This design comes from an exercise in tuning for small area, a short achievable clock period and few clock cycles per item on the open sky130 flow, not from production work. Only simulation tests tie the RTL to the original design; equivalence was not proved. Power is estimated from default activity; no workload was simulated.

**design/flow/run.sh**
```bash
#!/bin/bash
# synth_recipe.tcl (not shown) runs the flow's synth.tcl, then flattens the netlist and writes it again
# the make line also repeats each setting of config.mk as NAME=value (left out here)
make -C /OpenROAD-flow-scripts/flow DESIGN_CONFIG=/design/flow/config.mk WORK_HOME=/design/flow/orfs CLKGATE_MAP_FILE= SYNTH_SCRIPT=/design/flow/synth_recipe.tcl finish
```
**design/flow/config.mk**
```make
export PLATFORM = sky130hd
export DESIGN_NAME = softmax
export DESIGN_NICKNAME = softmax
export VERILOG_FILES = /design/flow/design.v
export SDC_FILE = /design/flow/constraint.sdc
export NUM_CORES = 4
export LEC_CHECK = 0
export CAP_MARGIN = 20
export CORE_MARGIN = 2
export CORE_UTILIZATION = 40
export SLEW_MARGIN = 20
```
**design/flow/constraint.sdc**
```tcl
create_clock -name core_clock -period 16.0 [get_ports {clk}]
set_input_delay 3.2000 -clock core_clock [delete_from_list [all_inputs] [get_ports {clk}]]
set_output_delay 3.2000 -clock core_clock [all_outputs]
set_load 0.01 [all_outputs]
```
**design/flow/design.v**
```verilog
module add_sub(
    input [31:0] A, B,
    output reg [31:0] s
);
    parameter e = 8'b01111111;
    reg [23:0] x, y, z;
    reg [7:0] expa, expb, expc;
    reg [7:0] shift;
    reg [4:0] count;
    wire [1:0] signs;
    integer shift_amount;
    assign signs = {A[31], B[31]};
    always @(*) begin
        x[23] = 1'b1;
        x[22:0] = A[22:0];
        y[23] = 2'b01;
        y[22:0] = B[22:0];
        expa = A[30:23];
        expb = B[30:23];
        count = 5'd0;
        shift_amount = 5'd0;
        if (expa > expb) begin
            shift = expa - expb;
            y = y >> shift;
            expc = expa;
        end 
        else begin
            shift = expb - expa;
            x = x >> shift;
            expc = expb;
        end
        if (signs == 2'b00 || signs == 2'b11) begin
            z = x + y;
            s[31] = A[31];
        end 
        else begin
            if (expa > expb) begin
                z = x - y;
                s[31] = A[31];
            end
            else if (expa < expb) begin
                z = y - x;
                s[31] = B[31];
            end
            else begin
                if (x >= y) begin
                    z = x - y;
                    s[31] = A[31];
                end 
                else begin
                    z = y - x;
                    s[31] = B[31];
                end
            end
        end
        if (z[23]) shift_amount = 0;
        else if (z[22]) shift_amount = 1;
        else if (z[21]) shift_amount = 2;
        else if (z[20]) shift_amount = 3;
        else if (z[19]) shift_amount = 4;
        else if (z[18]) shift_amount = 5;
        else if (z[17]) shift_amount = 6;
        else if (z[16]) shift_amount = 7;
        else if (z[15]) shift_amount = 8;
        else if (z[14]) shift_amount = 9;
        else if (z[13]) shift_amount = 10;
        else if (z[12]) shift_amount = 11;
        else if (z[11]) shift_amount = 12;
        else if (z[10]) shift_amount = 13;
        else if (z[9]) shift_amount = 14;
        else if (z[8]) shift_amount = 15;
        else if (z[7]) shift_amount = 16;
        else if (z[6]) shift_amount = 17;
        else if (z[5]) shift_amount = 18;
        else if (z[4]) shift_amount = 19;
        else if (z[3]) shift_amount = 20;
        else if (z[2]) shift_amount = 21;
        else if (z[1]) shift_amount = 22;
        else if (z[0]) shift_amount = 23;
        else shift_amount = 24;
        z = z << shift_amount;
        expc = expc - shift_amount;
        s[22:0] = z[22:0];
        s[30:23] = expc;
    end
endmodule
module multi(
    input wire [31:0] a,
    input wire [31:0] b,
    output reg [31:0] result
);
    wire sign_a = a[31];
    wire sign_b = b[31];
    wire [7:0] exp_a = a[30:23];
    wire [7:0] exp_b = b[30:23];
    wire [23:0] mantissa_a = {1'b1, a[22:0]};
    wire [23:0] mantissa_b = {1'b1, b[22:0]};
    wire sign_result = sign_a ^ sign_b;
    wire [47:0] mantissa_product = mantissa_a * mantissa_b;
    reg [7:0] exp_result;
    reg [22:0] mantissa_result;
    always @(*) begin
        if (mantissa_product[47] == 1) begin
            mantissa_result = mantissa_product[46:24];
            exp_result = exp_a + exp_b - 127 + 1;
        end 
        else begin
            mantissa_result = mantissa_product[45:23];
            exp_result = exp_a + exp_b - 127;
        end
        if (exp_a == 8'b0 || exp_b == 8'b0) begin
            result = 32'b0;
        end 
        else if (exp_result >= 255) begin
            result = {sign_result, 8'hFF, 23'b0};
        end 
        else begin
            result = {sign_result, exp_result, mantissa_result};
        end
    end
endmodule
module fp_div_restoring_fsm_32bit (
    input  wire        clk,
    input  wire        rst,
    input  wire        start,
    input  wire [31:0] a,
    input  wire [31:0] b,
    output reg  [31:0] result,
    output reg         done
);
    localparam IDLE      = 3'b000,
               UNPACK    = 3'b001,
               DIVIDE_1  = 3'b010,
               DIVIDE_2  = 3'b011,
               NORMALIZE = 3'b100,
               ROUND     = 3'b101,
               PACK      = 3'b110,
               DONE      = 3'b111;
    reg [2:0] current_state, next_state;
    reg sign_a, sign_b, sign_res;
    reg [7:0] exp_a, exp_b, exp_res;
    reg [24:0] mant_a, mant_b;         
    reg signed [47:0] remainder, divisor;
    reg [24:0] quotient;               
    reg [4:0]  count;
    reg [4:0] shift_amount;
    reg [24:0] normalized_mantissa;   
    reg [7:0] normalized_exp;
    reg sticky_bit;
    reg [22:0] mantissa_bits;
    reg guard_bit, round_bit;
    reg round_up;
    reg [23:0] mantissa_rounded;
    reg signed [47:0] temp_remainder;
    reg [22:0] mant_res;
    always @(posedge clk or posedge rst) begin
        if (rst)
            current_state <= IDLE;
        else
            current_state <= next_state;
    end
    always @(posedge clk or posedge rst) begin
        if (rst) begin
            result      <= 0;
            done        <= 0;
            quotient    <= 0;
            remainder   <= 0;
            divisor     <= 0;
            count       <= 0;
            sign_a      <= 0;
            sign_b      <= 0;
            sign_res    <= 0;
            exp_a       <= 0;
            exp_b       <= 0;
            exp_res     <= 0;
            mant_a      <= 0;
            mant_b      <= 0;
            normalized_mantissa <= 0;
            normalized_exp      <= 0;
            shift_amount <= 0;
            sticky_bit <= 0;
            mantissa_bits <= 0;
            guard_bit <= 0;
            round_bit <= 0;
            round_up <= 0;
            mantissa_rounded <= 0;
            mant_res <= 0;
        end else begin
            case (current_state)
                UNPACK: begin
                    sign_a   <= a[31];
                    sign_b   <= b[31];
                    exp_a    <= a[30:23];
                    exp_b    <= b[30:23];
                    mant_a   <= {1'b1, a[22:0], 1'b0};  
                    mant_b   <= {1'b1, b[22:0], 1'b0};
                    quotient <= 0;
                    remainder <= {{1'b1, a[22:0]},24'd0};  
                    divisor  <= {{1'b1, b[22:0]}, 24'd0};   
                    count    <= 0;
                    done     <= 0;
                    sticky_bit <= 0;
                    shift_amount <= 0;
                end
                DIVIDE_1: begin	 
                    temp_remainder <= remainder - divisor;
			end             
                DIVIDE_2: begin
                    if (temp_remainder[47]) begin
                        remainder <= temp_remainder + divisor;
                        quotient  <= quotient << 1;
                    end else begin
			remainder <= temp_remainder;
                        quotient  <= (quotient << 1) | 1'b1;
                    end
                    divisor <= divisor >> 1;
                    count   <= count + 1;
                end
                NORMALIZE: begin
                    if      (quotient[24]) shift_amount <= 0;
                    else if (quotient[23]) shift_amount <= 1;
                    else if (quotient[22]) shift_amount <= 2;
                    else if (quotient[21]) shift_amount <= 3;
                    else if (quotient[20]) shift_amount <= 4;
                    else if (quotient[19]) shift_amount <= 5;
                    else if (quotient[18]) shift_amount <= 6;
                    else if (quotient[17]) shift_amount <= 7;
                    else if (quotient[16]) shift_amount <= 8;
                    else if (quotient[15]) shift_amount <= 9;
                    else if (quotient[14]) shift_amount <= 10;
                    else if (quotient[13]) shift_amount <= 11;
                    else if (quotient[12]) shift_amount <= 12;
                    else if (quotient[11]) shift_amount <= 13;
                    else if (quotient[10]) shift_amount <= 14;
                    else if (quotient[9])  shift_amount <= 15;
                    else if (quotient[8])  shift_amount <= 16;
                    else if (quotient[7])  shift_amount <= 17;
                    else if (quotient[6])  shift_amount <= 18;
                    else if (quotient[5])  shift_amount <= 19;
                    else if (quotient[4])  shift_amount <= 20;
                    else if (quotient[3])  shift_amount <= 21;
                    else if (quotient[2])  shift_amount <= 22;
                    else if (quotient[1])  shift_amount <= 23;
                    else if (quotient[0])  shift_amount <= 24;
                    else                   shift_amount <= 25;
                    sticky_bit <= |(quotient << (25 - shift_amount));
                end
                ROUND: begin
                    normalized_mantissa <= quotient << shift_amount;
                    if (shift_amount == 0)
                        normalized_exp <= exp_a - exp_b + 8'd127;
                    else
                        normalized_exp <= exp_a - exp_b + 8'd127 - shift_amount + 1'b1;
                    sign_res <= sign_a ^ sign_b;
                end
                PACK: begin
                    mantissa_bits = {normalized_mantissa[23:2],1'b0};
                    guard_bit     = normalized_mantissa[1];
                    round_bit     = normalized_mantissa[0];
                    round_up = (guard_bit && (round_bit || sticky_bit || mantissa_bits[0]));
                    mantissa_rounded = {1'b0, mantissa_bits} + round_up;
                    if (mantissa_rounded[23]) begin
                        mant_res <= mantissa_rounded[23:1];
                        exp_res  <= normalized_exp + 1;
                    end else begin
                        mant_res <= mantissa_rounded[22:0];
                        exp_res  <= normalized_exp;
end
end
DONE: begin
    done <= 1;
    result <= {sign_res, exp_res, mant_res};
end
                IDLE: begin
                    done <= 0;
                end
            endcase
        end
    end
    always @(*) begin
        next_state = current_state;
        case (current_state)
            IDLE:      if (start) next_state = UNPACK;
            UNPACK:    next_state = DIVIDE_1;
            DIVIDE_1:  next_state = DIVIDE_2;
            DIVIDE_2:  next_state = ((count == 5'd23 || remainder == 48'd0)) ? NORMALIZE : DIVIDE_1;
            NORMALIZE: next_state = ROUND;
            ROUND:     next_state = PACK;
            PACK:      next_state = DONE;
            DONE:      if (!start) next_state = IDLE;
        endcase
    end
endmodule
module reg2_fsm_case(
input clk, 
input rstn,
input [31:0]IN_FP32,
input start_compute,
output reg [31:0]composition,
output reg[31:0]ex_temp,
output reg seq_done
);
localparam [31:0] exp_val1 = 32'h4b07975f;  
localparam [31:0] exp_val2 = 32'h453a4f54;  
localparam [31:0] exp_val3 = 32'h425a6481;  
localparam [31:0] exp_val4 = 32'b01000000111011000111001100100110;  
localparam [31:0] exp_val5 = 32'b01000000001011011111100001010100;  
localparam [31:0] exp_val6 = 32'b00111111110100110000100101001100;  
localparam [31:0] exp_val7 = 32'h3fa45af2;  
localparam [31:0] exp_val8 = 32'h3f910b02;  
localparam [31:0] exp_val9 = 32'h3f88415b;  
localparam [31:0] exp_val10 = 32'h3f84102b;  
localparam [31:0] exp_val11 = 32'h3f820405;  
localparam [31:0] exp_val12_neg = 32'h3f475f7d;  
localparam [31:0] exp_val13_neg = 32'h3f61eb51;  
localparam [31:0] exp_val14_neg = 32'h3f707d60;  
localparam [31:0] exp_val15_neg = 32'h3f781fab;  
localparam [31:0] exp_val16_neg = 32'h3f7c07f5;  
parameter 
ST_RESET      = 6'd0,  
ST_READY      = 6'd1,  
ST_CMP_1      = 6'd2,  
ST_CMP_2      = 6'd3,  
ST_CMP_3      = 6'd4,  
ST_CMP_4      = 6'd5,  
ST_CMP_5      = 6'd6,  
ST_CMP_6      = 6'd7,  
ST_CMP_7      = 6'd8,  
ST_CMP_8      = 6'd9,  
ST_CMP_9      = 6'd10,  
ST_CMP_10     = 6'd11,  
ST_CMP_11     = 6'd12,  
ST_CMP_12_NEG = 6'd13,  
ST_CMP_13_NEG = 6'd14,  
ST_CMP_14_NEG = 6'd15,  
ST_CMP_15_NEG = 6'd16,  
ST_CMP_16_NEG = 6'd17,  
ST_CMP_END    = 6'd18;
reg [5:0] ps,ns;
reg [31:0]A,B,FP32_temp,C,D;
wire [31:0]OUT,PRD;
reg update_FP32_temp;
always@(posedge clk, negedge rstn)begin
	if(!rstn)	ps <= ST_RESET;
	else			ps <= ns;		
end
always @(*) begin
	 case (ps)
        ST_RESET: begin
            if (seq_done) begin
                ns = ST_RESET;  
            end 
	    else if (start_compute) begin 	
                case (FP32_temp[30:23])
                    8'd131: ns = ST_CMP_1;
                    8'd130: ns = ST_CMP_2;
                    8'd129: ns = ST_CMP_3;
                    8'd128: ns = ST_CMP_4;
                    8'd127: ns = ST_CMP_5;
                    8'd126: ns = ST_CMP_6;
                    8'd125: ns = (FP32_temp[31]) ? ST_CMP_12_NEG : ST_CMP_7;
                    8'd124: ns = (FP32_temp[31]) ? ST_CMP_13_NEG : ST_CMP_8;
                    8'd123: ns = (FP32_temp[31]) ? ST_CMP_14_NEG : ST_CMP_9;
                    8'd122: ns = (FP32_temp[31]) ? ST_CMP_15_NEG : ST_CMP_10;
                    8'd121: ns = (FP32_temp[31]) ? ST_CMP_16_NEG : ST_CMP_11;
                    8'd120, 8'd119, 8'd118, 8'd117,
8'd116, 8'd115, 8'd114, 8'd113, 8'd112, 8'd111, 8'd110,
8'd109, 8'd108, 8'd107, 8'd106, 8'd105, 8'd104, 8'd103,
8'd102, 8'd101, 8'd100, 8'd99,  8'd98,  8'd97,  8'd96,
8'd95,  8'd94,  8'd93,  8'd92,  8'd91,  8'd90,  8'd89,
8'd88,  8'd87,  8'd86,  8'd85,  8'd84,  8'd83,  8'd82,
8'd81,  8'd80,  8'd79,  8'd78,  8'd77,  8'd76,  8'd75,
8'd74,  8'd73,  8'd72,  8'd71,  8'd70,  8'd69,  8'd68,
8'd67,  8'd66,  8'd65,  8'd64,  8'd63,  8'd62,  8'd61,
8'd60,  8'd59,  8'd58,  8'd57,  8'd56,  8'd55,  8'd54,
8'd53,  8'd52,  8'd51,  8'd50: begin
                        ns = ST_CMP_END;
                    end
        default: begin
			     ns = ps; 
				  end
        endcase
            end else begin
                ns = ST_RESET;
            end
        end
		ST_CMP_END: ns = ST_RESET;
        default: begin
            if (seq_done) begin
                ns = ST_RESET;  
end
         else begin
                case (OUT[30:23])
                    8'd131: ns = ST_CMP_1;
                    8'd130: ns = ST_CMP_2;
                    8'd129: ns = ST_CMP_3;
                    8'd128: ns = ST_CMP_4;
                    8'd127: ns = ST_CMP_5;
                    8'd126: ns = ST_CMP_6;
                    8'd125: ns = (FP32_temp[31]) ? ST_CMP_15_NEG : ST_CMP_7;
                    8'd124: ns = (FP32_temp[31]) ? ST_CMP_13_NEG : ST_CMP_8;
                    8'd123: ns = (FP32_temp[31]) ? ST_CMP_14_NEG : ST_CMP_9;
                    8'd122: ns = (FP32_temp[31]) ? ST_CMP_15_NEG : ST_CMP_10;
                    8'd121: ns = (FP32_temp[31]) ? ST_CMP_16_NEG : ST_CMP_11;
                    8'd120, 8'd119, 8'd118, 8'd117,
8'd116, 8'd115, 8'd114, 8'd113, 8'd112, 8'd111, 8'd110,
8'd109, 8'd108, 8'd107, 8'd106, 8'd105, 8'd104, 8'd103,
8'd102, 8'd101, 8'd100, 8'd99,  8'd98,  8'd97,  8'd96,
8'd95,  8'd94,  8'd93,  8'd92,  8'd91,  8'd90,  8'd89,
8'd88,  8'd87,  8'd86,  8'd85,  8'd84,  8'd83,  8'd82,
8'd81,  8'd80,  8'd79,  8'd78,  8'd77,  8'd76,  8'd75,
8'd74,  8'd73,  8'd72,  8'd71,  8'd70,  8'd69,  8'd68,
8'd67,  8'd66,  8'd65,  8'd64,  8'd63,  8'd62,  8'd61,
8'd60,  8'd59,  8'd58,  8'd57,  8'd56,  8'd55,  8'd54,
8'd53,  8'd52,  8'd51,  8'd50: begin
                        ns = ST_CMP_END;
                    end
                    default: begin 
									ns = ps;
									end
                endcase
            end
        end
    endcase
    end
always@(*)begin
	case(ps)
		ST_RESET:	
				begin	
				A				   = 32'd0;
				B 				   = 32'd0;
				C 				   = 32'd1;
				D 				   = 32'd1;
				composition 	= 32'd0;	
				update_FP32_temp                   = 1'b0;
				seq_done                           = 1'd0;
				end
	ST_CMP_1:
            begin
                A                  = FP32_temp;
                B                  = 32'h41800000; 
                C                  = ex_temp;
                D                  = exp_val1;
                composition        = 32'h41800000;
                update_FP32_temp   = 1'b1;
		seq_done        			     = 1'd0;
            end
        ST_CMP_2:
            begin
                A                  = FP32_temp;
                B                  = 32'h41000000;
                C                  = ex_temp;
                D                  = exp_val2;
                composition        = 32'h41000000;
                update_FP32_temp   = 1'b1;
		seq_done           = 1'd0;
            end
        ST_CMP_3:
            begin
                A                  = FP32_temp;
                B                  = 32'h40800000; 
                C                  = ex_temp;
                D                  = exp_val3;
                composition        = 32'h40800000;
                update_FP32_temp   = 1'b1;
		seq_done           = 1'd0;
            end
        ST_CMP_4:
            begin
                A                  = FP32_temp;
                B                  = 32'h40000000;
                C                  = ex_temp;
                D                  = exp_val4;
                composition        = 32'h40000000;
                update_FP32_temp   = 1'b1;
		seq_done           = 1'd0;
            end
        ST_CMP_5:
            begin
                A                  = FP32_temp;
                B                  = 32'h3f800000;
                C                  = ex_temp;
                D                  = exp_val5;
                composition        = 32'h3f800000;
                update_FP32_temp   = 1'b1;
		seq_done           = 1'd0;
            end
        ST_CMP_6:
            begin
                A                  = FP32_temp;
                B                  = 32'h3f000000;
                C                  = ex_temp;
                D                  = exp_val6;
                composition        = 32'h3f000000;
                update_FP32_temp   = 1'b1;
		seq_done           = 1'd0;
            end
        ST_CMP_7:
            begin
                A                  = FP32_temp;
                B                  = 32'h3e800000;
                C                  = ex_temp;
                D                  = exp_val7;
                composition        = 32'h3e800000;
                update_FP32_temp   = 1'b1;
		seq_done           = 1'd0;
            end
        ST_CMP_8:
            begin
                A                  = FP32_temp;
                B                  = 32'h3e000000;
                C                  = ex_temp;
                D                  = exp_val8;
                composition        = 32'h3e000000;
                update_FP32_temp   = 1'b1;
		seq_done           = 1'd0;
            end
        ST_CMP_9:
            begin
                A                  = FP32_temp;
                B                  = 32'h3d800000;
                C                  = ex_temp;
                D                  = exp_val9;
                composition        = 32'h3d800000;
                update_FP32_temp   = 1'b1;
		seq_done           = 1'd0;
            end
        ST_CMP_10:
            begin
                A                  = FP32_temp;
                B                  = 32'h3d000000;
                C                  = ex_temp;
                D                  = exp_val10;
                composition        = 32'h3d000000;
                update_FP32_temp   = 1'b1;
		seq_done           = 1'd0;
            end
        ST_CMP_11:
            begin
                A                  = FP32_temp;
                B                  = 32'h3c800000;
                C                  = ex_temp;
                D                  = exp_val11;
                composition        = 32'h3c800000;
                update_FP32_temp   = 1'b1;
		seq_done           = 1'd0;
            end
       ST_CMP_12_NEG:
            begin
                A                  = FP32_temp;
                B                  = 32'hbe800000;
                C                  = ex_temp;
                D                  = exp_val12_neg;
                composition        = 32'hbe800000;
                update_FP32_temp   = 1'b1; 
		seq_done           = 1'd0;
            end
	ST_CMP_13_NEG:
            begin
                A                  = FP32_temp;
                B                  = 32'hbe000000;
                C                  = ex_temp;
                D                  = exp_val13_neg;
                composition        = 32'hbe000000;
                update_FP32_temp   = 1'b1; 
		seq_done           = 1'd0;
            end
	ST_CMP_14_NEG:
            begin
                A                  = FP32_temp;
                B                  = 32'hbd800000;
                C                  = ex_temp;
                D                  = exp_val14_neg;
                composition        = 32'hbd800000;
                update_FP32_temp   = 1'b1; 
		seq_done           = 1'd0;
            end
	ST_CMP_15_NEG:
            begin
                A                  = FP32_temp;
                B                  = 32'hbd000000;
                C                  = ex_temp;
                D                  = exp_val15_neg;
                composition        = 32'hbd000000;
                update_FP32_temp   = 1'b1; 
		seq_done           = 1'd0;
            end
	ST_CMP_16_NEG:
            begin
                A                  = FP32_temp;
                B                  = 32'hbc800000;
                C                  = ex_temp;
                D                  = exp_val15_neg;
                composition        = 32'hbc800000;
                update_FP32_temp   = 1'b1; 
		seq_done           = 1'd0;
            end
	ST_CMP_END:
				begin
					A                  = 32'd0;
                B                  = 32'd0;
                C                  = 32'd0;
                D                  = 32'd0;
                composition        = 32'd0;
                update_FP32_temp   = 1'b0;
                seq_done       	  = 1'b1;
					 end
		default: begin
					 A                  = 32'd0;
                B                  = 32'd0;
                C                  = 32'd0;
                D                  = 32'd0;
                composition        = 32'd0;
                update_FP32_temp   = 1'b0;
                seq_done       	  = 1'b1;
					end
	endcase
	end
always@(posedge clk, negedge rstn)begin
	if(!rstn)	begin
		FP32_temp <= 32'd0;
		end
	else if(update_FP32_temp) begin
		FP32_temp <= OUT; 
		end
	else if (start_compute)	begin
		FP32_temp <= IN_FP32; 
		end
	else if(seq_done) begin
		FP32_temp <= 32'd0;
		end
end
always@(posedge clk, negedge rstn)begin
	if(!rstn)	begin
		ex_temp<=32'd0; 
		end
	else if(update_FP32_temp) begin
		ex_temp<=PRD;	
		end
	else if (start_compute)	begin
		ex_temp<=32'h3f800000;
		end
end
add_sub xadd_sub_gpt0( .A(A), .B({!B[31],B[30:0]}), .s(OUT));
multi xexponent(.a(C),.b(D),.result(PRD));
endmodule
module softmax #(
    parameter N = 8
) (
    input  wire        clk,
    input  wire        rst_n,
    input  wire        in_valid,
    input  wire [31:0] in_data,
    output wire        in_ready,
    output wire        out_valid,
    output wire [31:0] out_data,
    output wire        out_last
);
    localparam T_IN     = 3'd0,
               T_EXP_S1 = 3'd1,
               T_EXP_S2 = 3'd2,
               T_EXP_W  = 3'd3,
               T_DIV_S  = 3'd4,
               T_DIV_W  = 3'd5;
    reg  [2:0]  state;
    reg  [2:0]  idx;
    reg  [31:0] x_reg;
    reg  [31:0] sum_exp;
    reg  [31:0] exps [0:N-1];
    wire [31:0] y_exp, y_div, sum_next;
    wire        done_exp, done_div;
    wire        start_exp = (state == T_EXP_S1) || (state == T_EXP_S2);
    wire        start_div = (state == T_DIV_S);
    assign in_ready  = (state == T_IN);
    assign out_valid = (state == T_DIV_W) && done_div;
    assign out_data  = y_div;
    assign out_last  = (idx == N - 1);
    reg2_fsm_case u_exp (
        .clk(clk),
        .rstn(rst_n),
        .IN_FP32(x_reg),
        .start_compute(start_exp),
        .composition(),
        .ex_temp(y_exp),
        .seq_done(done_exp)
    );
    fp_div_restoring_fsm_32bit u_div (
        .clk(clk),
        .rst(~rst_n),
        .start(start_div),
        .a(exps[idx]),
        .b(sum_exp),
        .result(y_div),
        .done(done_div)
    );
    add_sub sum_exponents (
        .A(y_exp),
        .B(sum_exp),
        .s(sum_next)
    );
    integer k;
    always @(posedge clk or negedge rst_n) begin
        if (!rst_n) begin
            state   <= T_IN;
            idx     <= 3'd0;
            x_reg   <= 32'd0;
            sum_exp <= 32'd0;
            for (k = 0; k < N; k = k + 1)
                exps[k] <= 32'd0;
        end else begin
            case (state)
                T_IN: if (in_valid) begin
                    x_reg <= in_data;
                    state <= T_EXP_S1;
                end
                T_EXP_S1: state <= T_EXP_S2;
                T_EXP_S2: state <= T_EXP_W;
                T_EXP_W: if (done_exp) begin
                    exps[idx] <= y_exp;
                    sum_exp   <= sum_next;
                    if (idx == N - 1) begin
                        idx   <= 3'd0;
                        state <= T_DIV_S;
                    end else begin
                        idx   <= idx + 3'd1;
                        state <= T_IN;
                    end
                end
                T_DIV_S: state <= T_DIV_W;
                T_DIV_W: if (done_div) begin
                    if (idx == N - 1) begin
                        idx     <= 3'd0;
                        sum_exp <= 32'd0;
                        state   <= T_IN;
                    end else begin
                        idx   <= idx + 3'd1;
                        state <= T_DIV_S;
                    end
                end
                default: state <= T_IN;
            endcase
        end
    end
endmodule
```
==> reports/results.ini <==
[run_status]
outcome = timing/DRC/antenna clean

[cells_and_area]
drive_gt1_share_pct = 10.3
syn_to_final_growth_pct = 8.26
seqCellArea_um2 = 17200
largest-register = exps
nFillCells = 16500
largest_reg_flops = 248
final_nets = 8476
multi_input_area_um2 = 46100

[sta]
fin_hold_ws_ns = 0.474
rsz0062_at_grt = false
max_freq_mhz = 69.9
finalWorstSetupSlack_ns = 1.69
period_share_pct = 89.4
slew_headroom_pct = 20.4
clock_skew_ns = 0.0667
fin_crit_ns = 14.31
fin_tns_setup_ns = 0
final_max_slew_viol_count = 0
setup_viol = 0
worst_slew_pin_slew_ns = 1.18
hold_viol = 0

[power_and_ir_drop]
p_leak_nw = 33.7
power_density_nw_per_um2 = 49.8
p_clk_share_pct = 51.5
combinationalPowerShare_pct = 1.2
switching_power_mw = 0.831
power_mw = 3.66
p_int_mw = 2.83
power_switching_share_pct = 22.7
seq_power_share_pct = 47.3
vdd_drop_max_uv = 71.7

[synthesis]
synth_cells = 7698
synth_edf_count = 48
syn-mean-instance-area_um2 = 8.83
ys_async_sr_fraction_pct = 92.9
yosysTopAreaCellShare_pct = 23.2
netlist.top_cell.by_area = dfrtp_1
synthTopCellsByArea = dfrtp_1 23%, fa_1 15%, ha_1 8.1%, mux2_2 6.2%, nand2_1 5.4%
synth.distinct_cells = 112
ys_warn_count = 7
ys_seq_elements = 679
synth_ff_type = dfrtp_1
synth.yosys.seq_area_share_pct = 25.4
synth_nets = 8669
synth_area_um2 = 67900

[detailed_routing]
vias = 57400
drt-total-wl_um = 220000
ant_nets = 0
drc = 0
avgRoutedWirePerCell_um = 22.5
dr.pass1.iters = 8
dr.first_iter.drc_count = 5135
viasPerCell = 5.86

[setup_path]
r2r_cells = 48
cp_max_fo = 25
critPathArrivalTime_ns = 14.83
crit_path_end_kind = flip-flop
crit_type = reg2reg
r2r-start = u_exp.ps[4]
start_kind = flip-flop
crit_top_cell = a21oi_1
critPathCapture = u_exp.ps[0]
worstPathRequired_ns = 16.53
cp-startpoint = u_exp.ps[4]
critical_path.max_stage_delay_ns = 0.88
r2r-end = u_exp.ps[0]
slowest_stage = dfrtp_1
reg2reg_slack_ns = 1.69

[placed_design]
pre_cts_ws_ns = 2.00
port_buffers = 68
gp_congestion = 0.947
dpl.hpwl_um = 164000

[clock_network]
clk_pin_slew_ns = 0.06
clk_latency_ns = 0.71
hold_buffers = 0
clockBufferDepth = 3
cts_root_buf = clkbuf_16
post_cts_resized = 0
cts_buffers = 78
cts_max_level = 3
numClockSinks = 679
cts_setup_buffers = 0
cts_tree = done

[die]
die_y_um = 416
pin_count = 70
rows = 151
initial_core_util_pct = 40.2
core_um2 = 169000
fp.dieW_um = 416
dieArea_um2 = 173000

[global_routing]
grt_pass1_vias = 57200
overflow = 0
grt_max_degree = 187
antenna_found_initial = 6
track_usage_pct = 25.2
grt_first_pass_wirelength_um = 344000

[hold_path]
hp-class = reg2reg
min_path_cells = 2

[flow_run]
cap_violations = 0

worst min-delay path by stage:
stage,startpoint,endpoint,slack (ns)
after floorplan,u_div.normalized_mantissa[1],u_div.normalized_mantissa[1],0.44
after global placement,u_div.normalized_mantissa[0],u_div.normalized_mantissa[0],0.46
after detailed placement,u_div.normalized_mantissa[0],u_div.normalized_mantissa[0],0.46
after CTS,u_div.normalized_mantissa[0],u_div.normalized_mantissa[0],0.47
after global routing,u_div.normalized_mantissa[0],u_div.normalized_mantissa[0],0.50
final,u_div.normalized_mantissa[17],u_div.normalized_mantissa[17],0.47
layout by cell type, fill, tap and decap left out, drive strengths merged, types with 82 or more instances in the layout:
cell    Yosys  layout
mux2i     201     201
nand3     104     104
dfrtp     631     631
a21oi     380     380
ha        441     441
clkbuf    384     106
xnor2     156     156
fa        495     495
inv       770     776
nand2     976     976
mux2      373     373
nor2      573     573
a21o      121     121
nor3      118     118
buf        97     141
o22ai      82      82
o21ai     496     496
synthesized netlist by cell type, types with 18 or more instances:
cell	count
edfxtp_1	48
a31oi_1	65
mux2_2	373
or2_2	22
mux4_2	34
a22o_1	68
o22ai_1	82
xnor2_1	155
nor2b_1	61
clkbuf_1	384
and3_1	31
a222oi_1	36
or3_1	34
o21bai_1	38
mux2i_1	201
ha_1	441
a211oi_1	66
a41oi_1	30
buf_1	70
nor3_1	116
nand2_1	976
buf_2	19
a22oi_1	76
a21boi_0	18
nand3_1	103
a21o_1	121
nor4_1	50
a21oi_1	380
and2_1	79
dfrtp_1	631
xor2_1	59
o211ai_1	34
inv_1	766
o21a_1	38
o31ai_1	37
nand2b_1	60
o21ai_0	486
nor2_1	571
nand4_1	45
fa_1	495
per-layer routing:
layer / track usage (%) / vias to the layer above / routed length (um)
li1: - / 26200 / -
met1: 35.3 / 28800 / 97700
met2: 40.3 / 2037 / 100000
met3: 3.90 / 359 / 15700
met4: 7.21 / 4 / 6360
met5: 0 / - / 32
power by group through the flow:
stage / clock network [mW] / registers, mW / logic, mW
floorplan: 0 / 1.76 / 0.000414
global placement: 0 / 1.76 / 0.0449
detailed placement: 0 / 1.76 / 0.0455
CTS: 1.93 / 1.73 / 0.0456
global route: 2.00 / 1.73 / 0.0509
finish: 1.89 / 1.73 / 0.0437
critical path: cells and delay by family, from the launching register on:
kind | cells | cell delay [ns]
and+or+nand+nor | 10 | 2.82
DFF | 1 | 0.88
AOI/OAI and AO/OA | 25 | 6.34
buffers and inverters | 6 | 1.27
adders and majority gates | 5 | 1.98
xor gates and xnor gates | 2 | 0.82
kinds of logic after synthesis:
| family | synth area share [%] |
|---|---|
| and+or+nand+nor | 14.5 |
| AOI/OAI and AO/OA | 17.3 |
| buffers and inverters | 7.07 |
| adders and majority gates | 22.7 |
| DFF | 25.4 |
| muxes | 10.3 |
| xor gates and xnor gates | 2.78 |
| other | 0.00552 |
through the flow:
stage / util, % / instance area (um^2) / cells
global route: 43.5 / 73500 / 9788
detailed placement: 41.9 / 70800 / 9642
floorplan: - / 67900 / 7698
global placement: 41.9 / 70800 / 9642
CTS: 43.5 / 73500 / 9787
finish: 43.5 / 73500 / 9789
layout make-up:
class                      instances  area share, %
multi-input combinational       5755           62.7
sequential                       679           23.4
inverter                         783           4.00
tap                             2218           3.77
clock buffer                     106           2.96
timing repair buffer             208           2.42
clock inverter                    39          0.718
antenna                            1        0.00340
Testbench counts, summed over its fixed seeds: cycles 94,021, vectors 192.

-- separate check: timing with driven ports --
How much do the figures lean on ideal ports? The routed layout below was timed once more, with nothing changed but the port constraints.
Step 1, drivers: a clkbuf_16 drives clk and a buf_2 each remaining input, both assumed.
Step 2 times the ports against the registers' clock, not the clock port: input delays grow and output delays shrink by t, the midpoint of the rising clock arrivals with the driver on.
a / b / c = no drivers / after step 1 / after step 2; a / b = the first two.
shift t [ns]: 0.754
setup WS [ns]: 1.692 / 1.692 / 1.692
worst hold slack (ns): 0.474 / 0.474 / 0.474
slew at the worst register clock pin (ns): 0.07 / 0.07
cell pins on the clock port's net: 1
After both steps this run still meets setup and hold. The setup slack of this run moves by 0.000 ns with the drivers and by 0.000 ns with both steps.
